Source: an optimization exercise on an open RTL-to-GDS flow (aim: small area and a short achievable clock period). Production flows keep margins and buffers that such runs may drop.
Only simulation tests tie the RTL to the original design; equivalence was not proved.

<file path="design/flow/config.mk">
export PLATFORM = sky130hd
export DESIGN_NAME = booth_mult_top
export DESIGN_NICKNAME = booth_mult_top
export VERILOG_FILES = /design/flow/design.v
export SDC_FILE = /design/flow/constraint.sdc
export NUM_CORES = 4
export LEC_CHECK = 0
export CAP_MARGIN = 20
export CORE_MARGIN = 2
export CORE_UTILIZATION = 40
export SETUP_SLACK_MARGIN = 4
export SLEW_MARGIN = 20
</file>
<file path="design/flow/constraint.sdc">
create_clock -name core_clock -period 8.5 [get_ports {clk}]
set_input_delay 1.7000 -clock core_clock [delete_from_list [all_inputs] [get_ports {clk}]]
set_output_delay 1.7000 -clock core_clock [all_outputs]
set_load 0.01 [all_outputs]
</file>
<file path="design/flow/design.v">
module booth_mult_top (
  input  wire        clk,
  input  wire [15:0] x,
  input  wire [15:0] y,
  output reg  [31:0] p
);
  reg  [15:0] x_q, y_q;
  wire [31:0] p_d;
  always @(posedge clk) begin
    x_q <= x;
    y_q <= y;
    p   <= p_d;
  end
  booth_mult u_mult (.p(p_d), .x(x_q), .y(y_q));
endmodule

module booth_mult (p, x, y);
input  [15:0] x, y;
output [31:0] p;
wire pp0_0;
wire pp0_1;
wire pp0_2;
wire pp0_3;
wire pp0_4;
wire pp0_5;
wire pp0_6;
wire pp0_7;
wire pp0_8;
wire pp0_9;
wire pp0_10;
wire pp0_11;
wire pp0_12;
wire pp0_13;
wire pp0_14;
wire pp0_15;
wire pp1_0;
wire pp1_1;
wire pp1_2;
wire pp1_3;
wire pp1_4;
wire pp1_5;
wire pp1_6;
wire pp1_7;
wire pp1_8;
wire pp1_9;
wire pp1_10;
wire pp1_11;
wire pp1_12;
wire pp1_13;
wire pp1_14;
wire pp1_15;
wire pp2_0;
wire pp2_1;
wire pp2_2;
wire pp2_3;
wire pp2_4;
wire pp2_5;
wire pp2_6;
wire pp2_7;
wire pp2_8;
wire pp2_9;
wire pp2_10;
wire pp2_11;
wire pp2_12;
wire pp2_13;
wire pp2_14;
wire pp2_15;
wire pp3_0;
wire pp3_1;
wire pp3_2;
wire pp3_3;
wire pp3_4;
wire pp3_5;
wire pp3_6;
wire pp3_7;
wire pp3_8;
wire pp3_9;
wire pp3_10;
wire pp3_11;
wire pp3_12;
wire pp3_13;
wire pp3_14;
wire pp3_15;
wire pp4_0;
wire pp4_1;
wire pp4_2;
wire pp4_3;
wire pp4_4;
wire pp4_5;
wire pp4_6;
wire pp4_7;
wire pp4_8;
wire pp4_9;
wire pp4_10;
wire pp4_11;
wire pp4_12;
wire pp4_13;
wire pp4_14;
wire pp4_15;
wire pp5_0;
wire pp5_1;
wire pp5_2;
wire pp5_3;
wire pp5_4;
wire pp5_5;
wire pp5_6;
wire pp5_7;
wire pp5_8;
wire pp5_9;
wire pp5_10;
wire pp5_11;
wire pp5_12;
wire pp5_13;
wire pp5_14;
wire pp5_15;
wire pp6_0;
wire pp6_1;
wire pp6_2;
wire pp6_3;
wire pp6_4;
wire pp6_5;
wire pp6_6;
wire pp6_7;
wire pp6_8;
wire pp6_9;
wire pp6_10;
wire pp6_11;
wire pp6_12;
wire pp6_13;
wire pp6_14;
wire pp6_15;
wire pp7_0;
wire pp7_1;
wire pp7_2;
wire pp7_3;
wire pp7_4;
wire pp7_5;
wire pp7_6;
wire pp7_7;
wire pp7_8;
wire pp7_9;
wire pp7_10;
wire pp7_11;
wire pp7_12;
wire pp7_13;
wire pp7_14;
wire pp7_15;
wire pp8_0;
wire pp8_1;
wire pp8_2;
wire pp8_3;
wire pp8_4;
wire pp8_5;
wire pp8_6;
wire pp8_7;
wire pp8_8;
wire pp8_9;
wire pp8_10;
wire pp8_11;
wire pp8_12;
wire pp8_13;
wire pp8_14;
wire pp8_15;
wire pp9_0;
wire pp9_1;
wire pp9_2;
wire pp9_3;
wire pp9_4;
wire pp9_5;
wire pp9_6;
wire pp9_7;
wire pp9_8;
wire pp9_9;
wire pp9_10;
wire pp9_11;
wire pp9_12;
wire pp9_13;
wire pp9_14;
wire pp9_15;
wire pp10_0;
wire pp10_1;
wire pp10_2;
wire pp10_3;
wire pp10_4;
wire pp10_5;
wire pp10_6;
wire pp10_7;
wire pp10_8;
wire pp10_9;
wire pp10_10;
wire pp10_11;
wire pp10_12;
wire pp10_13;
wire pp10_14;
wire pp10_15;
wire pp11_0;
wire pp11_1;
wire pp11_2;
wire pp11_3;
wire pp11_4;
wire pp11_5;
wire pp11_6;
wire pp11_7;
wire pp11_8;
wire pp11_9;
wire pp11_10;
wire pp11_11;
wire pp11_12;
wire pp11_13;
wire pp11_14;
wire pp11_15;
wire pp12_0;
wire pp12_1;
wire pp12_2;
wire pp12_3;
wire pp12_4;
wire pp12_5;
wire pp12_6;
wire pp12_7;
wire pp12_8;
wire pp12_9;
wire pp12_10;
wire pp12_11;
wire pp12_12;
wire pp12_13;
wire pp12_14;
wire pp12_15;
wire pp13_0;
wire pp13_1;
wire pp13_2;
wire pp13_3;
wire pp13_4;
wire pp13_5;
wire pp13_6;
wire pp13_7;
wire pp13_8;
wire pp13_9;
wire pp13_10;
wire pp13_11;
wire pp13_12;
wire pp13_13;
wire pp13_14;
wire pp13_15;
wire pp14_0;
wire pp14_1;
wire pp14_2;
wire pp14_3;
wire pp14_4;
wire pp14_5;
wire pp14_6;
wire pp14_7;
wire pp14_8;
wire pp14_9;
wire pp14_10;
wire pp14_11;
wire pp14_12;
wire pp14_13;
wire pp14_14;
wire pp14_15;
wire pp15_0;
wire pp15_1;
wire pp15_2;
wire pp15_3;
wire pp15_4;
wire pp15_5;
wire pp15_6;
wire pp15_7;
wire pp15_8;
wire pp15_9;
wire pp15_10;
wire pp15_11;
wire pp15_12;
wire pp15_13;
wire pp15_14;
wire pp15_15;
wire s1;
wire c2;
wire s3;
wire c4;
wire s5;
wire c6;
wire s7;
wire c8;
wire s9;
wire c10;
wire s11;
wire c12;
wire s13;
wire c14;
wire s15;
wire c16;
wire s17;
wire c18;
wire s19;
wire c20;
wire s21;
wire c22;
wire s23;
wire c24;
wire s25;
wire c26;
wire s27;
wire c28;
wire s29;
wire c30;
wire s31;
wire c32;
wire s33;
wire c34;
wire s35;
wire c36;
wire s37;
wire c38;
wire s39;
wire c40;
wire s41;
wire c42;
wire s43;
wire c44;
wire s45;
wire c46;
wire s47;
wire c48;
wire s49;
wire c50;
wire s51;
wire c52;
wire s53;
wire c54;
wire s55;
wire c56;
wire s57;
wire c58;
wire s59;
wire c60;
wire s61;
wire c62;
wire s63;
wire c64;
wire s65;
wire c66;
wire s67;
wire c68;
wire s69;
wire c70;
wire s71;
wire c72;
wire s73;
wire c74;
wire s75;
wire c76;
wire s77;
wire c78;
wire s79;
wire c80;
wire s81;
wire c82;
wire s83;
wire c84;
wire s85;
wire c86;
wire s87;
wire c88;
wire s89;
wire c90;
wire s91;
wire c92;
wire s93;
wire c94;
wire s95;
wire c96;
wire s97;
wire c98;
wire s99;
wire c100;
wire s101;
wire c102;
wire s103;
wire c104;
wire s105;
wire c106;
wire s107;
wire c108;
wire s109;
wire c110;
wire s111;
wire c112;
wire s113;
wire c114;
wire s115;
wire c116;
wire s117;
wire c118;
wire s119;
wire c120;
wire s121;
wire c122;
wire s123;
wire c124;
wire s125;
wire c126;
wire s127;
wire c128;
wire s129;
wire c130;
wire s131;
wire c132;
wire s133;
wire c134;
wire s135;
wire c136;
wire s137;
wire c138;
wire s139;
wire c140;
wire s141;
wire c142;
wire s143;
wire c144;
wire s145;
wire c146;
wire s147;
wire c148;
wire s149;
wire c150;
wire s151;
wire c152;
wire s153;
wire c154;
wire s155;
wire c156;
wire s157;
wire c158;
wire s159;
wire c160;
wire s161;
wire c162;
wire s163;
wire c164;
wire s165;
wire c166;
wire s167;
wire c168;
wire s169;
wire c170;
wire s171;
wire c172;
wire s173;
wire c174;
wire s175;
wire c176;
wire s177;
wire c178;
wire s179;
wire c180;
wire s181;
wire c182;
wire s183;
wire c184;
wire s185;
wire c186;
wire s187;
wire c188;
wire s189;
wire c190;
wire s191;
wire c192;
wire s193;
wire c194;
wire s195;
wire c196;
wire s197;
wire c198;
wire s199;
wire c200;
wire s201;
wire c202;
wire s203;
wire c204;
wire s205;
wire c206;
wire s207;
wire c208;
wire s209;
wire c210;
wire s211;
wire c212;
wire s213;
wire c214;
wire s215;
wire c216;
wire s217;
wire c218;
wire s219;
wire c220;
wire s221;
wire c222;
wire s223;
wire c224;
wire s225;
wire c226;
wire s227;
wire c228;
wire s229;
wire c230;
wire s231;
wire c232;
wire s233;
wire c234;
wire s235;
wire c236;
wire s237;
wire c238;
wire s239;
wire c240;
wire s241;
wire c242;
wire s243;
wire c244;
wire s245;
wire c246;
wire s247;
wire c248;
wire s249;
wire c250;
wire s251;
wire c252;
wire s253;
wire c254;
wire s255;
wire c256;
wire s257;
wire c258;
wire s259;
wire c260;
wire s261;
wire c262;
wire s263;
wire c264;
wire s265;
wire c266;
wire s267;
wire c268;
wire s269;
wire c270;
wire s271;
wire c272;
wire s273;
wire c274;
wire s275;
wire c276;
wire s277;
wire c278;
wire s279;
wire c280;
wire s281;
wire c282;
wire s283;
wire c284;
wire s285;
wire c286;
wire s287;
wire c288;
wire s289;
wire c290;
wire s291;
wire c292;
wire s293;
wire c294;
wire s295;
wire c296;
wire s297;
wire c298;
wire s299;
wire c300;
wire s301;
wire c302;
wire s303;
wire c304;
wire s305;
wire c306;
wire s307;
wire c308;
wire s309;
wire c310;
wire s311;
wire c312;
wire s313;
wire c314;
wire s315;
wire c316;
wire s317;
wire c318;
wire s319;
wire c320;
wire s321;
wire c322;
wire s323;
wire c324;
wire s325;
wire c326;
wire s327;
wire c328;
wire s329;
wire c330;
wire s331;
wire c332;
wire s333;
wire c334;
wire s335;
wire c336;
wire s337;
wire c338;
wire s339;
wire c340;
wire s341;
wire c342;
wire s343;
wire c344;
wire s345;
wire c346;
wire s347;
wire c348;
wire s349;
wire c350;
wire s351;
wire c352;
wire s353;
wire c354;
wire s355;
wire c356;
wire s357;
wire c358;
wire s359;
wire c360;
wire s361;
wire c362;
wire s363;
wire c364;
wire s365;
wire c366;
wire s367;
wire c368;
wire s369;
wire c370;
wire s371;
wire c372;
wire s373;
wire c374;
wire s375;
wire c376;
wire s377;
wire c378;
wire s379;
wire c380;
wire s381;
wire c382;
wire s383;
wire c384;
wire s385;
wire c386;
wire s387;
wire c388;
wire s389;
wire c390;
wire s391;
wire c392;
wire s393;
wire c394;
wire s395;
wire c396;
wire s397;
wire c398;
wire s399;
wire c400;
wire s401;
wire c402;
wire s403;
wire c404;
wire s405;
wire c406;
wire s407;
wire c408;
wire s409;
wire c410;
wire s411;
wire c412;
wire s413;
wire c414;
wire s415;
wire c416;
wire s417;
wire c418;
wire s419;
wire c420;
assign pp0_0 = x[0] & y[0];
assign pp0_1 = x[1] & y[0];
assign pp0_2 = x[2] & y[0];
assign pp0_3 = x[3] & y[0];
assign pp0_4 = x[4] & y[0];
assign pp0_5 = x[5] & y[0];
assign pp0_6 = x[6] & y[0];
assign pp0_7 = x[7] & y[0];
assign pp0_8 = x[8] & y[0];
assign pp0_9 = x[9] & y[0];
assign pp0_10 = x[10] & y[0];
assign pp0_11 = x[11] & y[0];
assign pp0_12 = x[12] & y[0];
assign pp0_13 = x[13] & y[0];
assign pp0_14 = x[14] & y[0];
assign pp0_15 = ~(x[15] & y[0]);
assign pp1_0 = x[0] & y[1];
assign pp1_1 = x[1] & y[1];
assign pp1_2 = x[2] & y[1];
assign pp1_3 = x[3] & y[1];
assign pp1_4 = x[4] & y[1];
assign pp1_5 = x[5] & y[1];
assign pp1_6 = x[6] & y[1];
assign pp1_7 = x[7] & y[1];
assign pp1_8 = x[8] & y[1];
assign pp1_9 = x[9] & y[1];
assign pp1_10 = x[10] & y[1];
assign pp1_11 = x[11] & y[1];
assign pp1_12 = x[12] & y[1];
assign pp1_13 = x[13] & y[1];
assign pp1_14 = x[14] & y[1];
assign pp1_15 = ~(x[15] & y[1]);
assign pp2_0 = x[0] & y[2];
assign pp2_1 = x[1] & y[2];
assign pp2_2 = x[2] & y[2];
assign pp2_3 = x[3] & y[2];
assign pp2_4 = x[4] & y[2];
assign pp2_5 = x[5] & y[2];
assign pp2_6 = x[6] & y[2];
assign pp2_7 = x[7] & y[2];
assign pp2_8 = x[8] & y[2];
assign pp2_9 = x[9] & y[2];
assign pp2_10 = x[10] & y[2];
assign pp2_11 = x[11] & y[2];
assign pp2_12 = x[12] & y[2];
assign pp2_13 = x[13] & y[2];
assign pp2_14 = x[14] & y[2];
assign pp2_15 = ~(x[15] & y[2]);
assign pp3_0 = x[0] & y[3];
assign pp3_1 = x[1] & y[3];
assign pp3_2 = x[2] & y[3];
assign pp3_3 = x[3] & y[3];
assign pp3_4 = x[4] & y[3];
assign pp3_5 = x[5] & y[3];
assign pp3_6 = x[6] & y[3];
assign pp3_7 = x[7] & y[3];
assign pp3_8 = x[8] & y[3];
assign pp3_9 = x[9] & y[3];
assign pp3_10 = x[10] & y[3];
assign pp3_11 = x[11] & y[3];
assign pp3_12 = x[12] & y[3];
assign pp3_13 = x[13] & y[3];
assign pp3_14 = x[14] & y[3];
assign pp3_15 = ~(x[15] & y[3]);
assign pp4_0 = x[0] & y[4];
assign pp4_1 = x[1] & y[4];
assign pp4_2 = x[2] & y[4];
assign pp4_3 = x[3] & y[4];
assign pp4_4 = x[4] & y[4];
assign pp4_5 = x[5] & y[4];
assign pp4_6 = x[6] & y[4];
assign pp4_7 = x[7] & y[4];
assign pp4_8 = x[8] & y[4];
assign pp4_9 = x[9] & y[4];
assign pp4_10 = x[10] & y[4];
assign pp4_11 = x[11] & y[4];
assign pp4_12 = x[12] & y[4];
assign pp4_13 = x[13] & y[4];
assign pp4_14 = x[14] & y[4];
assign pp4_15 = ~(x[15] & y[4]);
assign pp5_0 = x[0] & y[5];
assign pp5_1 = x[1] & y[5];
assign pp5_2 = x[2] & y[5];
assign pp5_3 = x[3] & y[5];
assign pp5_4 = x[4] & y[5];
assign pp5_5 = x[5] & y[5];
assign pp5_6 = x[6] & y[5];
assign pp5_7 = x[7] & y[5];
assign pp5_8 = x[8] & y[5];
assign pp5_9 = x[9] & y[5];
assign pp5_10 = x[10] & y[5];
assign pp5_11 = x[11] & y[5];
assign pp5_12 = x[12] & y[5];
assign pp5_13 = x[13] & y[5];
assign pp5_14 = x[14] & y[5];
assign pp5_15 = ~(x[15] & y[5]);
assign pp6_0 = x[0] & y[6];
assign pp6_1 = x[1] & y[6];
assign pp6_2 = x[2] & y[6];
assign pp6_3 = x[3] & y[6];
assign pp6_4 = x[4] & y[6];
assign pp6_5 = x[5] & y[6];
assign pp6_6 = x[6] & y[6];
assign pp6_7 = x[7] & y[6];
assign pp6_8 = x[8] & y[6];
assign pp6_9 = x[9] & y[6];
assign pp6_10 = x[10] & y[6];
assign pp6_11 = x[11] & y[6];
assign pp6_12 = x[12] & y[6];
assign pp6_13 = x[13] & y[6];
assign pp6_14 = x[14] & y[6];
assign pp6_15 = ~(x[15] & y[6]);
assign pp7_0 = x[0] & y[7];
assign pp7_1 = x[1] & y[7];
assign pp7_2 = x[2] & y[7];
assign pp7_3 = x[3] & y[7];
assign pp7_4 = x[4] & y[7];
assign pp7_5 = x[5] & y[7];
assign pp7_6 = x[6] & y[7];
assign pp7_7 = x[7] & y[7];
assign pp7_8 = x[8] & y[7];
assign pp7_9 = x[9] & y[7];
assign pp7_10 = x[10] & y[7];
assign pp7_11 = x[11] & y[7];
assign pp7_12 = x[12] & y[7];
assign pp7_13 = x[13] & y[7];
assign pp7_14 = x[14] & y[7];
assign pp7_15 = ~(x[15] & y[7]);
assign pp8_0 = x[0] & y[8];
assign pp8_1 = x[1] & y[8];
assign pp8_2 = x[2] & y[8];
assign pp8_3 = x[3] & y[8];
assign pp8_4 = x[4] & y[8];
assign pp8_5 = x[5] & y[8];
assign pp8_6 = x[6] & y[8];
assign pp8_7 = x[7] & y[8];
assign pp8_8 = x[8] & y[8];
assign pp8_9 = x[9] & y[8];
assign pp8_10 = x[10] & y[8];
assign pp8_11 = x[11] & y[8];
assign pp8_12 = x[12] & y[8];
assign pp8_13 = x[13] & y[8];
assign pp8_14 = x[14] & y[8];
assign pp8_15 = ~(x[15] & y[8]);
assign pp9_0 = x[0] & y[9];
assign pp9_1 = x[1] & y[9];
assign pp9_2 = x[2] & y[9];
assign pp9_3 = x[3] & y[9];
assign pp9_4 = x[4] & y[9];
assign pp9_5 = x[5] & y[9];
assign pp9_6 = x[6] & y[9];
assign pp9_7 = x[7] & y[9];
assign pp9_8 = x[8] & y[9];
assign pp9_9 = x[9] & y[9];
assign pp9_10 = x[10] & y[9];
assign pp9_11 = x[11] & y[9];
assign pp9_12 = x[12] & y[9];
assign pp9_13 = x[13] & y[9];
assign pp9_14 = x[14] & y[9];
assign pp9_15 = ~(x[15] & y[9]);
assign pp10_0 = x[0] & y[10];
assign pp10_1 = x[1] & y[10];
assign pp10_2 = x[2] & y[10];
assign pp10_3 = x[3] & y[10];
assign pp10_4 = x[4] & y[10];
assign pp10_5 = x[5] & y[10];
assign pp10_6 = x[6] & y[10];
assign pp10_7 = x[7] & y[10];
assign pp10_8 = x[8] & y[10];
assign pp10_9 = x[9] & y[10];
assign pp10_10 = x[10] & y[10];
assign pp10_11 = x[11] & y[10];
assign pp10_12 = x[12] & y[10];
assign pp10_13 = x[13] & y[10];
assign pp10_14 = x[14] & y[10];
assign pp10_15 = ~(x[15] & y[10]);
assign pp11_0 = x[0] & y[11];
assign pp11_1 = x[1] & y[11];
assign pp11_2 = x[2] & y[11];
assign pp11_3 = x[3] & y[11];
assign pp11_4 = x[4] & y[11];
assign pp11_5 = x[5] & y[11];
assign pp11_6 = x[6] & y[11];
assign pp11_7 = x[7] & y[11];
assign pp11_8 = x[8] & y[11];
assign pp11_9 = x[9] & y[11];
assign pp11_10 = x[10] & y[11];
assign pp11_11 = x[11] & y[11];
assign pp11_12 = x[12] & y[11];
assign pp11_13 = x[13] & y[11];
assign pp11_14 = x[14] & y[11];
assign pp11_15 = ~(x[15] & y[11]);
assign pp12_0 = x[0] & y[12];
assign pp12_1 = x[1] & y[12];
assign pp12_2 = x[2] & y[12];
assign pp12_3 = x[3] & y[12];
assign pp12_4 = x[4] & y[12];
assign pp12_5 = x[5] & y[12];
assign pp12_6 = x[6] & y[12];
assign pp12_7 = x[7] & y[12];
assign pp12_8 = x[8] & y[12];
assign pp12_9 = x[9] & y[12];
assign pp12_10 = x[10] & y[12];
assign pp12_11 = x[11] & y[12];
assign pp12_12 = x[12] & y[12];
assign pp12_13 = x[13] & y[12];
assign pp12_14 = x[14] & y[12];
assign pp12_15 = ~(x[15] & y[12]);
assign pp13_0 = x[0] & y[13];
assign pp13_1 = x[1] & y[13];
assign pp13_2 = x[2] & y[13];
assign pp13_3 = x[3] & y[13];
assign pp13_4 = x[4] & y[13];
assign pp13_5 = x[5] & y[13];
assign pp13_6 = x[6] & y[13];
assign pp13_7 = x[7] & y[13];
assign pp13_8 = x[8] & y[13];
assign pp13_9 = x[9] & y[13];
assign pp13_10 = x[10] & y[13];
assign pp13_11 = x[11] & y[13];
assign pp13_12 = x[12] & y[13];
assign pp13_13 = x[13] & y[13];
assign pp13_14 = x[14] & y[13];
assign pp13_15 = ~(x[15] & y[13]);
assign pp14_0 = x[0] & y[14];
assign pp14_1 = x[1] & y[14];
assign pp14_2 = x[2] & y[14];
assign pp14_3 = x[3] & y[14];
assign pp14_4 = x[4] & y[14];
assign pp14_5 = x[5] & y[14];
assign pp14_6 = x[6] & y[14];
assign pp14_7 = x[7] & y[14];
assign pp14_8 = x[8] & y[14];
assign pp14_9 = x[9] & y[14];
assign pp14_10 = x[10] & y[14];
assign pp14_11 = x[11] & y[14];
assign pp14_12 = x[12] & y[14];
assign pp14_13 = x[13] & y[14];
assign pp14_14 = x[14] & y[14];
assign pp14_15 = ~(x[15] & y[14]);
assign pp15_0 = ~(x[0] & y[15]);
assign pp15_1 = ~(x[1] & y[15]);
assign pp15_2 = ~(x[2] & y[15]);
assign pp15_3 = ~(x[3] & y[15]);
assign pp15_4 = ~(x[4] & y[15]);
assign pp15_5 = ~(x[5] & y[15]);
assign pp15_6 = ~(x[6] & y[15]);
assign pp15_7 = ~(x[7] & y[15]);
assign pp15_8 = ~(x[8] & y[15]);
assign pp15_9 = ~(x[9] & y[15]);
assign pp15_10 = ~(x[10] & y[15]);
assign pp15_11 = ~(x[11] & y[15]);
assign pp15_12 = ~(x[12] & y[15]);
assign pp15_13 = ~(x[13] & y[15]);
assign pp15_14 = ~(x[14] & y[15]);
assign pp15_15 = x[15] & y[15];
assign s1 = pp0_13 ^ pp1_12;
assign c2 = pp0_13 & pp1_12;
assign s3 = pp0_14 ^ pp1_13 ^ pp2_12;
assign c4 = (pp0_14 & pp1_13) | (pp0_14 & pp2_12) | (pp1_13 & pp2_12);
assign s5 = pp3_11 ^ pp4_10;
assign c6 = pp3_11 & pp4_10;
assign s7 = pp0_15 ^ pp1_14 ^ pp2_13;
assign c8 = (pp0_15 & pp1_14) | (pp0_15 & pp2_13) | (pp1_14 & pp2_13);
assign s9 = pp3_12 ^ pp4_11 ^ pp5_10;
assign c10 = (pp3_12 & pp4_11) | (pp3_12 & pp5_10) | (pp4_11 & pp5_10);
assign s11 = pp6_9 ^ pp7_8;
assign c12 = pp6_9 & pp7_8;
assign s13 = pp1_15 ^ pp2_14 ^ pp3_13;
assign c14 = (pp1_15 & pp2_14) | (pp1_15 & pp3_13) | (pp2_14 & pp3_13);
assign s15 = pp4_12 ^ pp5_11 ^ pp6_10;
assign c16 = (pp4_12 & pp5_11) | (pp4_12 & pp6_10) | (pp5_11 & pp6_10);
assign s17 = pp7_9 ^ pp8_8 ^ pp9_7;
assign c18 = (pp7_9 & pp8_8) | (pp7_9 & pp9_7) | (pp8_8 & pp9_7);
assign s19 = pp2_15 ^ pp3_14 ^ pp4_13;
assign c20 = (pp2_15 & pp3_14) | (pp2_15 & pp4_13) | (pp3_14 & pp4_13);
assign s21 = pp5_12 ^ pp6_11 ^ pp7_10;
assign c22 = (pp5_12 & pp6_11) | (pp5_12 & pp7_10) | (pp6_11 & pp7_10);
assign s23 = pp3_15 ^ pp4_14 ^ pp5_13;
assign c24 = (pp3_15 & pp4_14) | (pp3_15 & pp5_13) | (pp4_14 & pp5_13);
assign s25 = pp0_9 ^ pp1_8;
assign c26 = pp0_9 & pp1_8;
assign s27 = pp0_10 ^ pp1_9 ^ pp2_8;
assign c28 = (pp0_10 & pp1_9) | (pp0_10 & pp2_8) | (pp1_9 & pp2_8);
assign s29 = pp3_7 ^ pp4_6;
assign c30 = pp3_7 & pp4_6;
assign s31 = pp0_11 ^ pp1_10 ^ pp2_9;
assign c32 = (pp0_11 & pp1_10) | (pp0_11 & pp2_9) | (pp1_10 & pp2_9);
assign s33 = pp3_8 ^ pp4_7 ^ pp5_6;
assign c34 = (pp3_8 & pp4_7) | (pp3_8 & pp5_6) | (pp4_7 & pp5_6);
assign s35 = pp6_5 ^ pp7_4;
assign c36 = pp6_5 & pp7_4;
assign s37 = pp0_12 ^ pp1_11 ^ pp2_10;
assign c38 = (pp0_12 & pp1_11) | (pp0_12 & pp2_10) | (pp1_11 & pp2_10);
assign s39 = pp3_9 ^ pp4_8 ^ pp5_7;
assign c40 = (pp3_9 & pp4_8) | (pp3_9 & pp5_7) | (pp4_8 & pp5_7);
assign s41 = pp6_6 ^ pp7_5 ^ pp8_4;
assign c42 = (pp6_6 & pp7_5) | (pp6_6 & pp8_4) | (pp7_5 & pp8_4);
assign s43 = pp9_3 ^ pp10_2;
assign c44 = pp9_3 & pp10_2;
assign s45 = pp2_11 ^ pp3_10 ^ pp4_9;
assign c46 = (pp2_11 & pp3_10) | (pp2_11 & pp4_9) | (pp3_10 & pp4_9);
assign s47 = pp5_8 ^ pp6_7 ^ pp7_6;
assign c48 = (pp5_8 & pp6_7) | (pp5_8 & pp7_6) | (pp6_7 & pp7_6);
assign s49 = pp8_5 ^ pp9_4 ^ pp10_3;
assign c50 = (pp8_5 & pp9_4) | (pp8_5 & pp10_3) | (pp9_4 & pp10_3);
assign s51 = pp11_2 ^ pp12_1 ^ pp13_0;
assign c52 = (pp11_2 & pp12_1) | (pp11_2 & pp13_0) | (pp12_1 & pp13_0);
assign s53 = pp5_9 ^ pp6_8 ^ pp7_7;
assign c54 = (pp5_9 & pp6_8) | (pp5_9 & pp7_7) | (pp6_8 & pp7_7);
assign s55 = pp8_6 ^ pp9_5 ^ pp10_4;
assign c56 = (pp8_6 & pp9_5) | (pp8_6 & pp10_4) | (pp9_5 & pp10_4);
assign s57 = pp11_3 ^ pp12_2 ^ pp13_1;
assign c58 = (pp11_3 & pp12_2) | (pp11_3 & pp13_1) | (pp12_2 & pp13_1);
assign s59 = pp14_0 ^ s3 ^ s5;
assign c60 = (pp14_0 & s3) | (pp14_0 & s5) | (s3 & s5);
assign s61 = pp8_7 ^ pp9_6 ^ pp10_5;
assign c62 = (pp8_7 & pp9_6) | (pp8_7 & pp10_5) | (pp9_6 & pp10_5);
assign s63 = pp11_4 ^ pp12_3 ^ pp13_2;
assign c64 = (pp11_4 & pp12_3) | (pp11_4 & pp13_2) | (pp12_3 & pp13_2);
assign s65 = pp14_1 ^ pp15_0 ^ s7;
assign c66 = (pp14_1 & pp15_0) | (pp14_1 & s7) | (pp15_0 & s7);
assign s67 = s9 ^ s11 ^ c4;
assign c68 = (s9 & s11) | (s9 & c4) | (s11 & c4);
assign s69 = pp10_6 ^ pp11_5 ^ pp12_4;
assign c70 = (pp10_6 & pp11_5) | (pp10_6 & pp12_4) | (pp11_5 & pp12_4);
assign s71 = pp13_3 ^ pp14_2 ^ pp15_1;
assign c72 = (pp13_3 & pp14_2) | (pp13_3 & pp15_1) | (pp14_2 & pp15_1);
assign s73 = 1'b1 ^ s13 ^ s15;
assign c74 = (1'b1 & s13) | (1'b1 & s15) | (s13 & s15);
assign s75 = s17 ^ c8 ^ c10;
assign c76 = (s17 & c8) | (s17 & c10) | (c8 & c10);
assign s77 = pp8_9 ^ pp9_8 ^ pp10_7;
assign c78 = (pp8_9 & pp9_8) | (pp8_9 & pp10_7) | (pp9_8 & pp10_7);
assign s79 = pp11_6 ^ pp12_5 ^ pp13_4;
assign c80 = (pp11_6 & pp12_5) | (pp11_6 & pp13_4) | (pp12_5 & pp13_4);
assign s81 = pp14_3 ^ pp15_2 ^ s19;
assign c82 = (pp14_3 & pp15_2) | (pp14_3 & s19) | (pp15_2 & s19);
assign s83 = s21 ^ c14 ^ c16;
assign c84 = (s21 & c14) | (s21 & c16) | (c14 & c16);
assign s85 = pp6_12 ^ pp7_11 ^ pp8_10;
assign c86 = (pp6_12 & pp7_11) | (pp6_12 & pp8_10) | (pp7_11 & pp8_10);
assign s87 = pp9_9 ^ pp10_8 ^ pp11_7;
assign c88 = (pp9_9 & pp10_8) | (pp9_9 & pp11_7) | (pp10_8 & pp11_7);
assign s89 = pp12_6 ^ pp13_5 ^ pp14_4;
assign c90 = (pp12_6 & pp13_5) | (pp12_6 & pp14_4) | (pp13_5 & pp14_4);
assign s91 = pp15_3 ^ s23 ^ c20;
assign c92 = (pp15_3 & s23) | (pp15_3 & c20) | (s23 & c20);
assign s93 = pp4_15 ^ pp5_14 ^ pp6_13;
assign c94 = (pp4_15 & pp5_14) | (pp4_15 & pp6_13) | (pp5_14 & pp6_13);
assign s95 = pp7_12 ^ pp8_11 ^ pp9_10;
assign c96 = (pp7_12 & pp8_11) | (pp7_12 & pp9_10) | (pp8_11 & pp9_10);
assign s97 = pp10_9 ^ pp11_8 ^ pp12_7;
assign c98 = (pp10_9 & pp11_8) | (pp10_9 & pp12_7) | (pp11_8 & pp12_7);
assign s99 = pp13_6 ^ pp14_5 ^ pp15_4;
assign c100 = (pp13_6 & pp14_5) | (pp13_6 & pp15_4) | (pp14_5 & pp15_4);
assign s101 = pp5_15 ^ pp6_14 ^ pp7_13;
assign c102 = (pp5_15 & pp6_14) | (pp5_15 & pp7_13) | (pp6_14 & pp7_13);
assign s103 = pp8_12 ^ pp9_11 ^ pp10_10;
assign c104 = (pp8_12 & pp9_11) | (pp8_12 & pp10_10) | (pp9_11 & pp10_10);
assign s105 = pp11_9 ^ pp12_8 ^ pp13_7;
assign c106 = (pp11_9 & pp12_8) | (pp11_9 & pp13_7) | (pp12_8 & pp13_7);
assign s107 = pp6_15 ^ pp7_14 ^ pp8_13;
assign c108 = (pp6_15 & pp7_14) | (pp6_15 & pp8_13) | (pp7_14 & pp8_13);
assign s109 = pp9_12 ^ pp10_11 ^ pp11_10;
assign c110 = (pp9_12 & pp10_11) | (pp9_12 & pp11_10) | (pp10_11 & pp11_10);
assign s111 = pp7_15 ^ pp8_14 ^ pp9_13;
assign c112 = (pp7_15 & pp8_14) | (pp7_15 & pp9_13) | (pp8_14 & pp9_13);
assign s113 = pp0_6 ^ pp1_5;
assign c114 = pp0_6 & pp1_5;
assign s115 = pp0_7 ^ pp1_6 ^ pp2_5;
assign c116 = (pp0_7 & pp1_6) | (pp0_7 & pp2_5) | (pp1_6 & pp2_5);
assign s117 = pp3_4 ^ pp4_3;
assign c118 = pp3_4 & pp4_3;
assign s119 = pp0_8 ^ pp1_7 ^ pp2_6;
assign c120 = (pp0_8 & pp1_7) | (pp0_8 & pp2_6) | (pp1_7 & pp2_6);
assign s121 = pp3_5 ^ pp4_4 ^ pp5_3;
assign c122 = (pp3_5 & pp4_4) | (pp3_5 & pp5_3) | (pp4_4 & pp5_3);
assign s123 = pp6_2 ^ pp7_1;
assign c124 = pp6_2 & pp7_1;
assign s125 = pp2_7 ^ pp3_6 ^ pp4_5;
assign c126 = (pp2_7 & pp3_6) | (pp2_7 & pp4_5) | (pp3_6 & pp4_5);
assign s127 = pp5_4 ^ pp6_3 ^ pp7_2;
assign c128 = (pp5_4 & pp6_3) | (pp5_4 & pp7_2) | (pp6_3 & pp7_2);
assign s129 = pp8_1 ^ pp9_0 ^ s25;
assign c130 = (pp8_1 & pp9_0) | (pp8_1 & s25) | (pp9_0 & s25);
assign s131 = pp5_5 ^ pp6_4 ^ pp7_3;
assign c132 = (pp5_5 & pp6_4) | (pp5_5 & pp7_3) | (pp6_4 & pp7_3);
assign s133 = pp8_2 ^ pp9_1 ^ pp10_0;
assign c134 = (pp8_2 & pp9_1) | (pp8_2 & pp10_0) | (pp9_1 & pp10_0);
assign s135 = s27 ^ s29 ^ c26;
assign c136 = (s27 & s29) | (s27 & c26) | (s29 & c26);
assign s137 = pp8_3 ^ pp9_2 ^ pp10_1;
assign c138 = (pp8_3 & pp9_2) | (pp8_3 & pp10_1) | (pp9_2 & pp10_1);
assign s139 = pp11_0 ^ s31 ^ s33;
assign c140 = (pp11_0 & s31) | (pp11_0 & s33) | (s31 & s33);
assign s141 = s35 ^ c28 ^ c30;
assign c142 = (s35 & c28) | (s35 & c30) | (c28 & c30);
assign s143 = pp11_1 ^ pp12_0 ^ s37;
assign c144 = (pp11_1 & pp12_0) | (pp11_1 & s37) | (pp12_0 & s37);
assign s145 = s39 ^ s41 ^ s43;
assign c146 = (s39 & s41) | (s39 & s43) | (s41 & s43);
assign s147 = c32 ^ c34 ^ c36;
assign c148 = (c32 & c34) | (c32 & c36) | (c34 & c36);
assign s149 = s1 ^ s45 ^ s47;
assign c150 = (s1 & s45) | (s1 & s47) | (s45 & s47);
assign s151 = s49 ^ s51 ^ c38;
assign c152 = (s49 & s51) | (s49 & c38) | (s51 & c38);
assign s153 = c40 ^ c42 ^ c44;
assign c154 = (c40 & c42) | (c40 & c44) | (c42 & c44);
assign s155 = c2 ^ s53 ^ s55;
assign c156 = (c2 & s53) | (c2 & s55) | (s53 & s55);
assign s157 = s57 ^ s59 ^ c46;
assign c158 = (s57 & s59) | (s57 & c46) | (s59 & c46);
assign s159 = c48 ^ c50 ^ c52;
assign c160 = (c48 & c50) | (c48 & c52) | (c50 & c52);
assign s161 = c6 ^ s61 ^ s63;
assign c162 = (c6 & s61) | (c6 & s63) | (s61 & s63);
assign s163 = s65 ^ s67 ^ c54;
assign c164 = (s65 & s67) | (s65 & c54) | (s67 & c54);
assign s165 = c56 ^ c58 ^ c60;
assign c166 = (c56 & c58) | (c56 & c60) | (c58 & c60);
assign s167 = c12 ^ s69 ^ s71;
assign c168 = (c12 & s69) | (c12 & s71) | (s69 & s71);
assign s169 = s73 ^ s75 ^ c62;
assign c170 = (s73 & s75) | (s73 & c62) | (s75 & c62);
assign s171 = c64 ^ c66 ^ c68;
assign c172 = (c64 & c66) | (c64 & c68) | (c66 & c68);
assign s173 = c18 ^ s77 ^ s79;
assign c174 = (c18 & s77) | (c18 & s79) | (s77 & s79);
assign s175 = s81 ^ s83 ^ c70;
assign c176 = (s81 & s83) | (s81 & c70) | (s83 & c70);
assign s177 = c72 ^ c74 ^ c76;
assign c178 = (c72 & c74) | (c72 & c76) | (c74 & c76);
assign s179 = c22 ^ s85 ^ s87;
assign c180 = (c22 & s85) | (c22 & s87) | (s85 & s87);
assign s181 = s89 ^ s91 ^ c78;
assign c182 = (s89 & s91) | (s89 & c78) | (s91 & c78);
assign s183 = c80 ^ c82 ^ c84;
assign c184 = (c80 & c82) | (c80 & c84) | (c82 & c84);
assign s185 = c24 ^ s93 ^ s95;
assign c186 = (c24 & s93) | (c24 & s95) | (s93 & s95);
assign s187 = s97 ^ s99 ^ c86;
assign c188 = (s97 & s99) | (s97 & c86) | (s99 & c86);
assign s189 = c88 ^ c90 ^ c92;
assign c190 = (c88 & c90) | (c88 & c92) | (c90 & c92);
assign s191 = pp14_6 ^ pp15_5 ^ s101;
assign c192 = (pp14_6 & pp15_5) | (pp14_6 & s101) | (pp15_5 & s101);
assign s193 = s103 ^ s105 ^ c94;
assign c194 = (s103 & s105) | (s103 & c94) | (s105 & c94);
assign s195 = c96 ^ c98 ^ c100;
assign c196 = (c96 & c98) | (c96 & c100) | (c98 & c100);
assign s197 = pp12_9 ^ pp13_8 ^ pp14_7;
assign c198 = (pp12_9 & pp13_8) | (pp12_9 & pp14_7) | (pp13_8 & pp14_7);
assign s199 = pp15_6 ^ s107 ^ s109;
assign c200 = (pp15_6 & s107) | (pp15_6 & s109) | (s107 & s109);
assign s201 = c102 ^ c104 ^ c106;
assign c202 = (c102 & c104) | (c102 & c106) | (c104 & c106);
assign s203 = pp10_12 ^ pp11_11 ^ pp12_10;
assign c204 = (pp10_12 & pp11_11) | (pp10_12 & pp12_10) | (pp11_11 & pp12_10);
assign s205 = pp13_9 ^ pp14_8 ^ pp15_7;
assign c206 = (pp13_9 & pp14_8) | (pp13_9 & pp15_7) | (pp14_8 & pp15_7);
assign s207 = s111 ^ c108 ^ c110;
assign c208 = (s111 & c108) | (s111 & c110) | (c108 & c110);
assign s209 = pp8_15 ^ pp9_14 ^ pp10_13;
assign c210 = (pp8_15 & pp9_14) | (pp8_15 & pp10_13) | (pp9_14 & pp10_13);
assign s211 = pp11_12 ^ pp12_11 ^ pp13_10;
assign c212 = (pp11_12 & pp12_11) | (pp11_12 & pp13_10) | (pp12_11 & pp13_10);
assign s213 = pp14_9 ^ pp15_8 ^ c112;
assign c214 = (pp14_9 & pp15_8) | (pp14_9 & c112) | (pp15_8 & c112);
assign s215 = pp9_15 ^ pp10_14 ^ pp11_13;
assign c216 = (pp9_15 & pp10_14) | (pp9_15 & pp11_13) | (pp10_14 & pp11_13);
assign s217 = pp12_12 ^ pp13_11 ^ pp14_10;
assign c218 = (pp12_12 & pp13_11) | (pp12_12 & pp14_10) | (pp13_11 & pp14_10);
assign s219 = pp10_15 ^ pp11_14 ^ pp12_13;
assign c220 = (pp10_15 & pp11_14) | (pp10_15 & pp12_13) | (pp11_14 & pp12_13);
assign s221 = pp0_4 ^ pp1_3;
assign c222 = pp0_4 & pp1_3;
assign s223 = pp0_5 ^ pp1_4 ^ pp2_3;
assign c224 = (pp0_5 & pp1_4) | (pp0_5 & pp2_3) | (pp1_4 & pp2_3);
assign s225 = pp3_2 ^ pp4_1;
assign c226 = pp3_2 & pp4_1;
assign s227 = pp2_4 ^ pp3_3 ^ pp4_2;
assign c228 = (pp2_4 & pp3_3) | (pp2_4 & pp4_2) | (pp3_3 & pp4_2);
assign s229 = pp5_1 ^ pp6_0 ^ s113;
assign c230 = (pp5_1 & pp6_0) | (pp5_1 & s113) | (pp6_0 & s113);
assign s231 = pp5_2 ^ pp6_1 ^ pp7_0;
assign c232 = (pp5_2 & pp6_1) | (pp5_2 & pp7_0) | (pp6_1 & pp7_0);
assign s233 = s115 ^ s117 ^ c114;
assign c234 = (s115 & s117) | (s115 & c114) | (s117 & c114);
assign s235 = pp8_0 ^ s119 ^ s121;
assign c236 = (pp8_0 & s119) | (pp8_0 & s121) | (s119 & s121);
assign s237 = s123 ^ c116 ^ c118;
assign c238 = (s123 & c116) | (s123 & c118) | (c116 & c118);
assign s239 = s125 ^ s127 ^ s129;
assign c240 = (s125 & s127) | (s125 & s129) | (s127 & s129);
assign s241 = c120 ^ c122 ^ c124;
assign c242 = (c120 & c122) | (c120 & c124) | (c122 & c124);
assign s243 = s131 ^ s133 ^ s135;
assign c244 = (s131 & s133) | (s131 & s135) | (s133 & s135);
assign s245 = c126 ^ c128 ^ c130;
assign c246 = (c126 & c128) | (c126 & c130) | (c128 & c130);
assign s247 = s137 ^ s139 ^ s141;
assign c248 = (s137 & s139) | (s137 & s141) | (s139 & s141);
assign s249 = c132 ^ c134 ^ c136;
assign c250 = (c132 & c134) | (c132 & c136) | (c134 & c136);
assign s251 = s143 ^ s145 ^ s147;
assign c252 = (s143 & s145) | (s143 & s147) | (s145 & s147);
assign s253 = c138 ^ c140 ^ c142;
assign c254 = (c138 & c140) | (c138 & c142) | (c140 & c142);
assign s255 = s149 ^ s151 ^ s153;
assign c256 = (s149 & s151) | (s149 & s153) | (s151 & s153);
assign s257 = c144 ^ c146 ^ c148;
assign c258 = (c144 & c146) | (c144 & c148) | (c146 & c148);
assign s259 = s155 ^ s157 ^ s159;
assign c260 = (s155 & s157) | (s155 & s159) | (s157 & s159);
assign s261 = c150 ^ c152 ^ c154;
assign c262 = (c150 & c152) | (c150 & c154) | (c152 & c154);
assign s263 = s161 ^ s163 ^ s165;
assign c264 = (s161 & s163) | (s161 & s165) | (s163 & s165);
assign s265 = c156 ^ c158 ^ c160;
assign c266 = (c156 & c158) | (c156 & c160) | (c158 & c160);
assign s267 = s167 ^ s169 ^ s171;
assign c268 = (s167 & s169) | (s167 & s171) | (s169 & s171);
assign s269 = c162 ^ c164 ^ c166;
assign c270 = (c162 & c164) | (c162 & c166) | (c164 & c166);
assign s271 = s173 ^ s175 ^ s177;
assign c272 = (s173 & s175) | (s173 & s177) | (s175 & s177);
assign s273 = c168 ^ c170 ^ c172;
assign c274 = (c168 & c170) | (c168 & c172) | (c170 & c172);
assign s275 = s179 ^ s181 ^ s183;
assign c276 = (s179 & s181) | (s179 & s183) | (s181 & s183);
assign s277 = c174 ^ c176 ^ c178;
assign c278 = (c174 & c176) | (c174 & c178) | (c176 & c178);
assign s279 = s185 ^ s187 ^ s189;
assign c280 = (s185 & s187) | (s185 & s189) | (s187 & s189);
assign s281 = c180 ^ c182 ^ c184;
assign c282 = (c180 & c182) | (c180 & c184) | (c182 & c184);
assign s283 = s191 ^ s193 ^ s195;
assign c284 = (s191 & s193) | (s191 & s195) | (s193 & s195);
assign s285 = c186 ^ c188 ^ c190;
assign c286 = (c186 & c188) | (c186 & c190) | (c188 & c190);
assign s287 = s197 ^ s199 ^ s201;
assign c288 = (s197 & s199) | (s197 & s201) | (s199 & s201);
assign s289 = c192 ^ c194 ^ c196;
assign c290 = (c192 & c194) | (c192 & c196) | (c194 & c196);
assign s291 = s203 ^ s205 ^ s207;
assign c292 = (s203 & s205) | (s203 & s207) | (s205 & s207);
assign s293 = c198 ^ c200 ^ c202;
assign c294 = (c198 & c200) | (c198 & c202) | (c200 & c202);
assign s295 = s209 ^ s211 ^ s213;
assign c296 = (s209 & s211) | (s209 & s213) | (s211 & s213);
assign s297 = c204 ^ c206 ^ c208;
assign c298 = (c204 & c206) | (c204 & c208) | (c206 & c208);
assign s299 = pp15_9 ^ s215 ^ s217;
assign c300 = (pp15_9 & s215) | (pp15_9 & s217) | (s215 & s217);
assign s301 = c210 ^ c212 ^ c214;
assign c302 = (c210 & c212) | (c210 & c214) | (c212 & c214);
assign s303 = pp13_12 ^ pp14_11 ^ pp15_10;
assign c304 = (pp13_12 & pp14_11) | (pp13_12 & pp15_10) | (pp14_11 & pp15_10);
assign s305 = s219 ^ c216 ^ c218;
assign c306 = (s219 & c216) | (s219 & c218) | (c216 & c218);
assign s307 = pp11_15 ^ pp12_14 ^ pp13_13;
assign c308 = (pp11_15 & pp12_14) | (pp11_15 & pp13_13) | (pp12_14 & pp13_13);
assign s309 = pp14_12 ^ pp15_11 ^ c220;
assign c310 = (pp14_12 & pp15_11) | (pp14_12 & c220) | (pp15_11 & c220);
assign s311 = pp12_15 ^ pp13_14 ^ pp14_13;
assign c312 = (pp12_15 & pp13_14) | (pp12_15 & pp14_13) | (pp13_14 & pp14_13);
assign s313 = pp0_3 ^ pp1_2;
assign c314 = pp0_3 & pp1_2;
assign s315 = pp2_2 ^ pp3_1 ^ pp4_0;
assign c316 = (pp2_2 & pp3_1) | (pp2_2 & pp4_0) | (pp3_1 & pp4_0);
assign s317 = pp5_0 ^ s223 ^ s225;
assign c318 = (pp5_0 & s223) | (pp5_0 & s225) | (s223 & s225);
assign s319 = s227 ^ s229 ^ c224;
assign c320 = (s227 & s229) | (s227 & c224) | (s229 & c224);
assign s321 = s231 ^ s233 ^ c228;
assign c322 = (s231 & s233) | (s231 & c228) | (s233 & c228);
assign s323 = s235 ^ s237 ^ c232;
assign c324 = (s235 & s237) | (s235 & c232) | (s237 & c232);
assign s325 = s239 ^ s241 ^ c236;
assign c326 = (s239 & s241) | (s239 & c236) | (s241 & c236);
assign s327 = s243 ^ s245 ^ c240;
assign c328 = (s243 & s245) | (s243 & c240) | (s245 & c240);
assign s329 = s247 ^ s249 ^ c244;
assign c330 = (s247 & s249) | (s247 & c244) | (s249 & c244);
assign s331 = s251 ^ s253 ^ c248;
assign c332 = (s251 & s253) | (s251 & c248) | (s253 & c248);
assign s333 = s255 ^ s257 ^ c252;
assign c334 = (s255 & s257) | (s255 & c252) | (s257 & c252);
assign s335 = s259 ^ s261 ^ c256;
assign c336 = (s259 & s261) | (s259 & c256) | (s261 & c256);
assign s337 = s263 ^ s265 ^ c260;
assign c338 = (s263 & s265) | (s263 & c260) | (s265 & c260);
assign s339 = s267 ^ s269 ^ c264;
assign c340 = (s267 & s269) | (s267 & c264) | (s269 & c264);
assign s341 = s271 ^ s273 ^ c268;
assign c342 = (s271 & s273) | (s271 & c268) | (s273 & c268);
assign s343 = s275 ^ s277 ^ c272;
assign c344 = (s275 & s277) | (s275 & c272) | (s277 & c272);
assign s345 = s279 ^ s281 ^ c276;
assign c346 = (s279 & s281) | (s279 & c276) | (s281 & c276);
assign s347 = s283 ^ s285 ^ c280;
assign c348 = (s283 & s285) | (s283 & c280) | (s285 & c280);
assign s349 = s287 ^ s289 ^ c284;
assign c350 = (s287 & s289) | (s287 & c284) | (s289 & c284);
assign s351 = s291 ^ s293 ^ c288;
assign c352 = (s291 & s293) | (s291 & c288) | (s293 & c288);
assign s353 = s295 ^ s297 ^ c292;
assign c354 = (s295 & s297) | (s295 & c292) | (s297 & c292);
assign s355 = s299 ^ s301 ^ c296;
assign c356 = (s299 & s301) | (s299 & c296) | (s301 & c296);
assign s357 = s303 ^ s305 ^ c300;
assign c358 = (s303 & s305) | (s303 & c300) | (s305 & c300);
assign s359 = s307 ^ s309 ^ c304;
assign c360 = (s307 & s309) | (s307 & c304) | (s309 & c304);
assign s361 = pp15_12 ^ s311 ^ c308;
assign c362 = (pp15_12 & s311) | (pp15_12 & c308) | (s311 & c308);
assign s363 = pp13_15 ^ pp14_14 ^ pp15_13;
assign c364 = (pp13_15 & pp14_14) | (pp13_15 & pp15_13) | (pp14_14 & pp15_13);
assign s365 = pp0_2 ^ pp1_1;
assign c366 = pp0_2 & pp1_1;
assign s367 = pp2_1 ^ pp3_0 ^ s313;
assign c368 = (pp2_1 & pp3_0) | (pp2_1 & s313) | (pp3_0 & s313);
assign s369 = s221 ^ s315 ^ c314;
assign c370 = (s221 & s315) | (s221 & c314) | (s315 & c314);
assign s371 = c222 ^ s317 ^ c316;
assign c372 = (c222 & s317) | (c222 & c316) | (s317 & c316);
assign s373 = c226 ^ s319 ^ c318;
assign c374 = (c226 & s319) | (c226 & c318) | (s319 & c318);
assign s375 = c230 ^ s321 ^ c320;
assign c376 = (c230 & s321) | (c230 & c320) | (s321 & c320);
assign s377 = c234 ^ s323 ^ c322;
assign c378 = (c234 & s323) | (c234 & c322) | (s323 & c322);
assign s379 = c238 ^ s325 ^ c324;
assign c380 = (c238 & s325) | (c238 & c324) | (s325 & c324);
assign s381 = c242 ^ s327 ^ c326;
assign c382 = (c242 & s327) | (c242 & c326) | (s327 & c326);
assign s383 = c246 ^ s329 ^ c328;
assign c384 = (c246 & s329) | (c246 & c328) | (s329 & c328);
assign s385 = c250 ^ s331 ^ c330;
assign c386 = (c250 & s331) | (c250 & c330) | (s331 & c330);
assign s387 = c254 ^ s333 ^ c332;
assign c388 = (c254 & s333) | (c254 & c332) | (s333 & c332);
assign s389 = c258 ^ s335 ^ c334;
assign c390 = (c258 & s335) | (c258 & c334) | (s335 & c334);
assign s391 = c262 ^ s337 ^ c336;
assign c392 = (c262 & s337) | (c262 & c336) | (s337 & c336);
assign s393 = c266 ^ s339 ^ c338;
assign c394 = (c266 & s339) | (c266 & c338) | (s339 & c338);
assign s395 = c270 ^ s341 ^ c340;
assign c396 = (c270 & s341) | (c270 & c340) | (s341 & c340);
assign s397 = c274 ^ s343 ^ c342;
assign c398 = (c274 & s343) | (c274 & c342) | (s343 & c342);
assign s399 = c278 ^ s345 ^ c344;
assign c400 = (c278 & s345) | (c278 & c344) | (s345 & c344);
assign s401 = c282 ^ s347 ^ c346;
assign c402 = (c282 & s347) | (c282 & c346) | (s347 & c346);
assign s403 = c286 ^ s349 ^ c348;
assign c404 = (c286 & s349) | (c286 & c348) | (s349 & c348);
assign s405 = c290 ^ s351 ^ c350;
assign c406 = (c290 & s351) | (c290 & c350) | (s351 & c350);
assign s407 = c294 ^ s353 ^ c352;
assign c408 = (c294 & s353) | (c294 & c352) | (s353 & c352);
assign s409 = c298 ^ s355 ^ c354;
assign c410 = (c298 & s355) | (c298 & c354) | (s355 & c354);
assign s411 = c302 ^ s357 ^ c356;
assign c412 = (c302 & s357) | (c302 & c356) | (s357 & c356);
assign s413 = c306 ^ s359 ^ c358;
assign c414 = (c306 & s359) | (c306 & c358) | (s359 & c358);
assign s415 = c310 ^ s361 ^ c360;
assign c416 = (c310 & s361) | (c310 & c360) | (s361 & c360);
assign s417 = c312 ^ s363 ^ c362;
assign c418 = (c312 & s363) | (c312 & c362) | (s363 & c362);
assign s419 = pp14_15 ^ pp15_14 ^ c364;
assign c420 = (pp14_15 & pp15_14) | (pp14_15 & c364) | (pp15_14 & c364);
wire [31:0] ra = {1'b1, pp15_15, s419, s417, s415, s413, s411, s409, s407, s405, s403, s401, s399, s397, s395, s393, s391, s389, s387, s385, s383, s381, s379, s377, s375, s373, s371, s369, s367, pp2_0, pp0_1, pp0_0};
wire [31:0] rb = {1'b0, c420, c418, c416, c414, c412, c410, c408, c406, c404, c402, c400, c398, c396, c394, c392, c390, c388, c386, c384, c382, c380, c378, c376, c374, c372, c370, c368, c366, s365, pp1_0, 1'b0};
assign p = ra + rb;
endmodule
</file>
<file path="design/flow/run.sh">
#!/bin/bash
# synth_recipe.tcl (not shown) runs the flow's synth.tcl, then flattens the netlist and writes it again
# the make line also repeats each setting of config.mk as NAME=value (left out here)
make -C /OpenROAD-flow-scripts/flow DESIGN_CONFIG=/design/flow/config.mk WORK_HOME=/design/flow/orfs CLKGATE_MAP_FILE= SYNTH_SCRIPT=/design/flow/synth_recipe.tcl finish
</file>
==> tab_implementation.tex <==
\begin{tabular}{lr}
\hline
Metric & Value \\
\hline
\multicolumn{2}{l}{\textbf{Critical path}} \\
\quad WP data arrival & between 5 and 6 ns \\
\quad Largest stage delay on the critical path & roughly 0.57 ns \\
\quad Type of element launching the critical path & flip-flop \\
\quad Crit path cell chain & and2\_4 > fa\_1 > inv\_2 > fa\_1 > inv\_2 > fa\_1 > fa\_2 > fa\_2 > fa\_2 > ha\_4 > nand4\_1 > o31ai\_4 > a41oi\_2 > xnor2\_1 \\
\quad Top cell family by delay on the critical path & adder cells \\
\quad Kind of end point of the critical path & flip-flop \\
\quad Max stage delay cell, worst path & sky130\_fd\_sc\_hd\_\_fa\_1 \\
\quad Worst-path maximum fanout & 7 \\
\quad Path type of the worst setup path & reg2reg \\
\quad Worst R2R Path Depth & 14 \\
\quad R2r setup slk & roughly 3.3 ns \\
\quad Reg2Reg Capture Point & p[29] \\
\quad Reg-to-reg critical path startpoint & y\_q[4] \\
\quad Critical path origin & y\_q[4] \\
\quad Worst EP required & $\sim$9 ns \\
\quad Crit path buffers/inverters & 2 \\
\multicolumn{2}{l}{\textbf{CTS}} \\
\quad Clock tree from TritonCTS & yes \\
\quad Clock latency at the later pin of the worst-skew pair & $\sim$0.35 ns \\
\quad Number of clock sinks & 64 \\
\quad Clock buffer count from CTS & 9 \\
\quad H-tree depth reported by CTS & 3 \\
\quad Clock slew at the register clock pins of the worst setup and hold paths & around 0.060 ns \\
\quad Bufs on Longest Clock Path & 2 \\
\quad CTS root buf & sky130\_fd\_sc\_hd\_\_clkbuf\_16 \\
\multicolumn{2}{l}{\textbf{STA}} \\
\quad Slew at the pin with the worst max-slew slack & roughly 0.66 ns \\
\quad Period utilization & 60.8\% \\
\quad WHS & between 0.6 and 0.7 ns \\
\quad Final count of hold timing violations & 0 \\
\quad Setup TNS & 0 ns \\
\quad Clock skew & 0.00736 ns \\
\quad Setup-failing EPs final & 0 \\
\quad Achievable clock frequency & between 0.15 and 0.2 GHz \\
\quad Number of slew-limit violations in the final report & 0 \\
\quad Tmin final & slightly above 5 ns \\
\quad Setup repair after global routing missed its margin & yes \\
\quad Slew margin rel. & 55.7\% \\
\multicolumn{2}{l}{\textbf{Yosys}} \\
\quad Mean instance size in the synthesized netlist & about 9.6 um\^{}2 \\
\quad Mapped Area & a little over 0.009 mm\^{}2 \\
\quad Distinct cells, synth & 49 \\
\quad Gate Count Post-Synth & just under 1k \\
\quad Yosys warning total & 1 \\
\quad Number of nets produced by synthesis & between 1k and 1.5k \\
\quad Seq/Total Area, Yosys & 13.9\% \\
\quad Total of flip-flops plus latches after synthesis & 64 \\
\multicolumn{2}{l}{\textbf{Floorplan}} \\
\quad Number of placement rows & 55 \\
\quad Die span in y & between 150 and 200 um \\
\quad Starting Density & roughly two fifths \\
\quad DIE AREA & between 0.02 and 0.025 mm\^{}2 \\
\quad I/O Pins & 65 \\
\quad Area of the core & around 0.023 mm\^{}2 \\
\quad Die X-Extent & 156 um \\
\multicolumn{2}{l}{\textbf{Layout}} \\
\quad FF+latch area & roughly 0.0014 mm\^{}2 \\
\quad Fraction of final layout cells sized beyond drive strength 1 & 19.9\% \\
\quad Number of diodes added for antenna fixing & 0 \\
\quad Number of inserted filler cells in the final layout & 2122 \\
\quad Total area of multi-input combinational cells & roughly 0.0076 mm\^{}2 \\
\quad Layout area overhead & 25.8\% \\
\quad Number of nets at the end of the flow & between 1k and 1.5k \\
\quad Post-route insts no fill & between 1k and 1.5k \\
\multicolumn{2}{l}{\textbf{Global routing}} \\
\quad Global-route usage over all layers & a little over a fifth \\
\quad Maximum number of pins on one net before global-route repair & 17 \\
\quad Via count of the first global-routing pass & approximately 7.5k \\
\quad Initial antenna violation count & 0 \\
\quad Final global-route overflow total & 0 \\
\quad Global-route wire length before repair & between 30000 and 40000 um \\
\multicolumn{2}{l}{\textbf{Worst hold path}} \\
\quad Sink of the worst hold path & p[0] \\
\quad Worst min-delay path class & reg2reg \\
\quad Instance count along the most critical hold path & 1 \\
\quad Hold wc startpoint & x\_q[0] \\
\multicolumn{2}{l}{\textbf{Detailed routing}} \\
\quad Via-to-Cell Ratio & between 4 and 5 \\
\quad Avg WL per Cell & 17.6 um \\
\quad Post-detailed-route DRC marker count & 0 \\
\quad Routed vias & around 7k \\
\quad Number of detailed-routing iterations run before antenna repair & 4 \\
\quad Sum of routed wire length over all layers & 24000 um \\
\quad DRC marker count from the first detailed-route iteration & $\sim$300 \\
\quad Count of antenna-violating nets left after detailed routing & 0 \\
\multicolumn{2}{l}{\textbf{Placement}} \\
\quad Count of buffers inserted at the top-level ports & between 60 and 70 \\
\quad Detailed placement HPWL & $\sim$17000 um \\
\quad RePlAce Congestion & 0.815 \\
\quad Number of cells in the design after placement & about 1.3k \\
\multicolumn{2}{l}{\textbf{Outcome}} \\
\quad Result of the run & finished clean \\
\multicolumn{2}{l}{\textbf{Job}} \\
\quad Maxcap violations & 0 \\
\hline
\end{tabular}
## final cells by class
| class | count | area share, % |
|---|---|---|
| well taps | 285 | 3.08 |
| multi-input cells | 681 | 65.3 |
| inverters | 177 | 5.74 |
| repair buffers | 140 | 11.0 |
| clock inverters | 7 | 1.08 |
| flip-flops and latches | 64 | 11.8 |
| clock buffers | 9 | 1.95 |
## state kept, by name, summed over array words and instances (netlist names)
| register | cells |
|---|---|
| p | 32 |
| x_q | 16 |
| y_q | 16 |
## synth_stat cells (all sizes together)
cell type / count / area share, %
o31a: 2 / 0.19
a21oi: 35 / 1.9
and2: 182 / 12
a21o: 5 / 0.41
a41oi: 2 / 0.27
a211oi: 2 / 0.22
nand4: 7 / 0.48
and4: 1 / 0.095
dfxtp: 64 / 14
a311oi: 1 / 0.095
o21bai: 1 / 0.082
xor2: 9 / 0.86
o211ai: 2 / 0.22
o22ai: 1 / 0.068
nand3: 6 / 0.44
o31ai: 2 / 0.31
o21ai: 18 / 0.98
xnor2: 19 / 1.8
o21a: 3 / 0.33
nor2: 16 / 0.65
nor3: 8 / 0.44
a21boi: 1 / 0.082
nand2: 101 / 4.1
nor2b: 6 / 0.49
nand3b: 1 / 0.082
and3: 1 / 0.068
o221a: 1 / 0.22
fa: 196 / 43
buf: 5 / 0.53
o221ai: 3 / 0.35
clkbuf: 34 / 1.5
inv: 177 / 7.2
a31oi: 2 / 0.14
o211a: 1 / 0.11
nand2b: 1 / 0.068
ha: 45 / 6.1
## timing repair
item                       CTS  global route
gates resized for setup     79            57
setup buffers               48            23
hold buffers                 0             0
pin swaps                   33            46
setup endpoints to repair   21            21
hold endpoints to repair     0             0
## metrics by stage
| stage | setup slack (ns) | util, % | cell area [um^2] |
|---|---|---|---|
| floorplan | 3.63 | - | 9470 |
| CTS | 3.29 | 49.4 | 11200 |
| finish | 3.33 | 51.2 | 11600 |
| global placement | 2.78 | 45.1 | 10200 |
| global route | 3.21 | 51.2 | 11600 |
| detailed placement | 2.74 | 45.1 | 10200 |
## cell families (layout without fill, tap and decap cells)
kind of cell	after synthesis	in the layout	synth area share (%)
AND/OR/NAND/NOR	330	330	19.3
adder cells (fa/ha/maj)	241	241	48.8
buffers and inverters	216	333	9.25
AO/OA/AOI/OAI	82	82	6.02
flip-flops	64	64	13.9
XOR/XNOR	28	28	2.67
## cells in the final DEF (no fill, tap or decap), drive strengths merged, types with 8 or more instances in the layout
| master | instances |
|---|---|
| a21oi | 35 |
| and2 | 182 |
| buf | 76 |
| clkbuf | 9 |
| clkdlybuf4s50 | 64 |
| dfxtp | 64 |
| fa | 196 |
| ha | 45 |
| inv | 180 |
| nand2 | 101 |
| nor2 | 16 |
| nor3 | 8 |
| o21ai | 18 |
| xnor2 | 19 |
| xor2 | 9 |
## how the worst max path moves through the flow
stage / slack [ns] / endpoint / depth (start not counted)
global route: 3.21 / p[29] / 14
detailed placement: 2.74 / p[28] / 16
finish: 3.33 / p[29] / 14
global placement: 2.78 / p[28] / 16
floorplan: 3.63 / p[29] / 18
CTS: 3.29 / p[29] / 17
## worst register-to-register path, stage by stage, from the launching register on
cell and delay [ns]:
sky130_fd_sc_hd__dfxtp_4 0.37, sky130_fd_sc_hd__and2_4 0.16, sky130_fd_sc_hd__fa_1 0.51, sky130_fd_sc_hd__inv_2 0.05
sky130_fd_sc_hd__fa_1 0.57, sky130_fd_sc_hd__inv_2 0.05, sky130_fd_sc_hd__fa_1 0.52, sky130_fd_sc_hd__fa_2 0.45
sky130_fd_sc_hd__fa_2 0.55, sky130_fd_sc_hd__fa_2 0.45, sky130_fd_sc_hd__ha_4 0.31, sky130_fd_sc_hd__nand4_1 0.23
sky130_fd_sc_hd__o31ai_4 0.48, sky130_fd_sc_hd__a41oi_2 0.18, sky130_fd_sc_hd__xnor2_1 0.15
## metal layers
metal | GRT usage (%) | wire (um) | vias up
met5 | 0 | 0 | -
met4 | 8.69 | 907 | 0
met3 | 4.67 | 1200 | 64
met2 | 37.8 | 12200 | 175
met1 | 25.4 | 9690 | 3463
li1 | - | - | 3102

port drivers added, routing unchanged:
Ports are ideal in the flow. The routed layout listed here was re-timed in OpenROAD. Step 1: set_driving_cell puts a clkbuf_16 on clk and a buf_2 on each other input, an assumption about the parent block. Step 2 times the ports against the registers' clock, not the clock port: input delays grow and output delays shrink by t, the midpoint of the rising clock arrivals with the driver on. Slacks: no drivers / after step 1 / after step 2; pairs: no drivers / after step 1.
t, ns: 0.395
setup slack, ns: 3.329 / 3.329 / 3.329
worst register clock-pin slew, ns: 0.06 / 0.06
After both steps this run still meets setup and hold. The setup slack of this run moves by 0.000 ns with the drivers and by 0.000 ns with both steps.
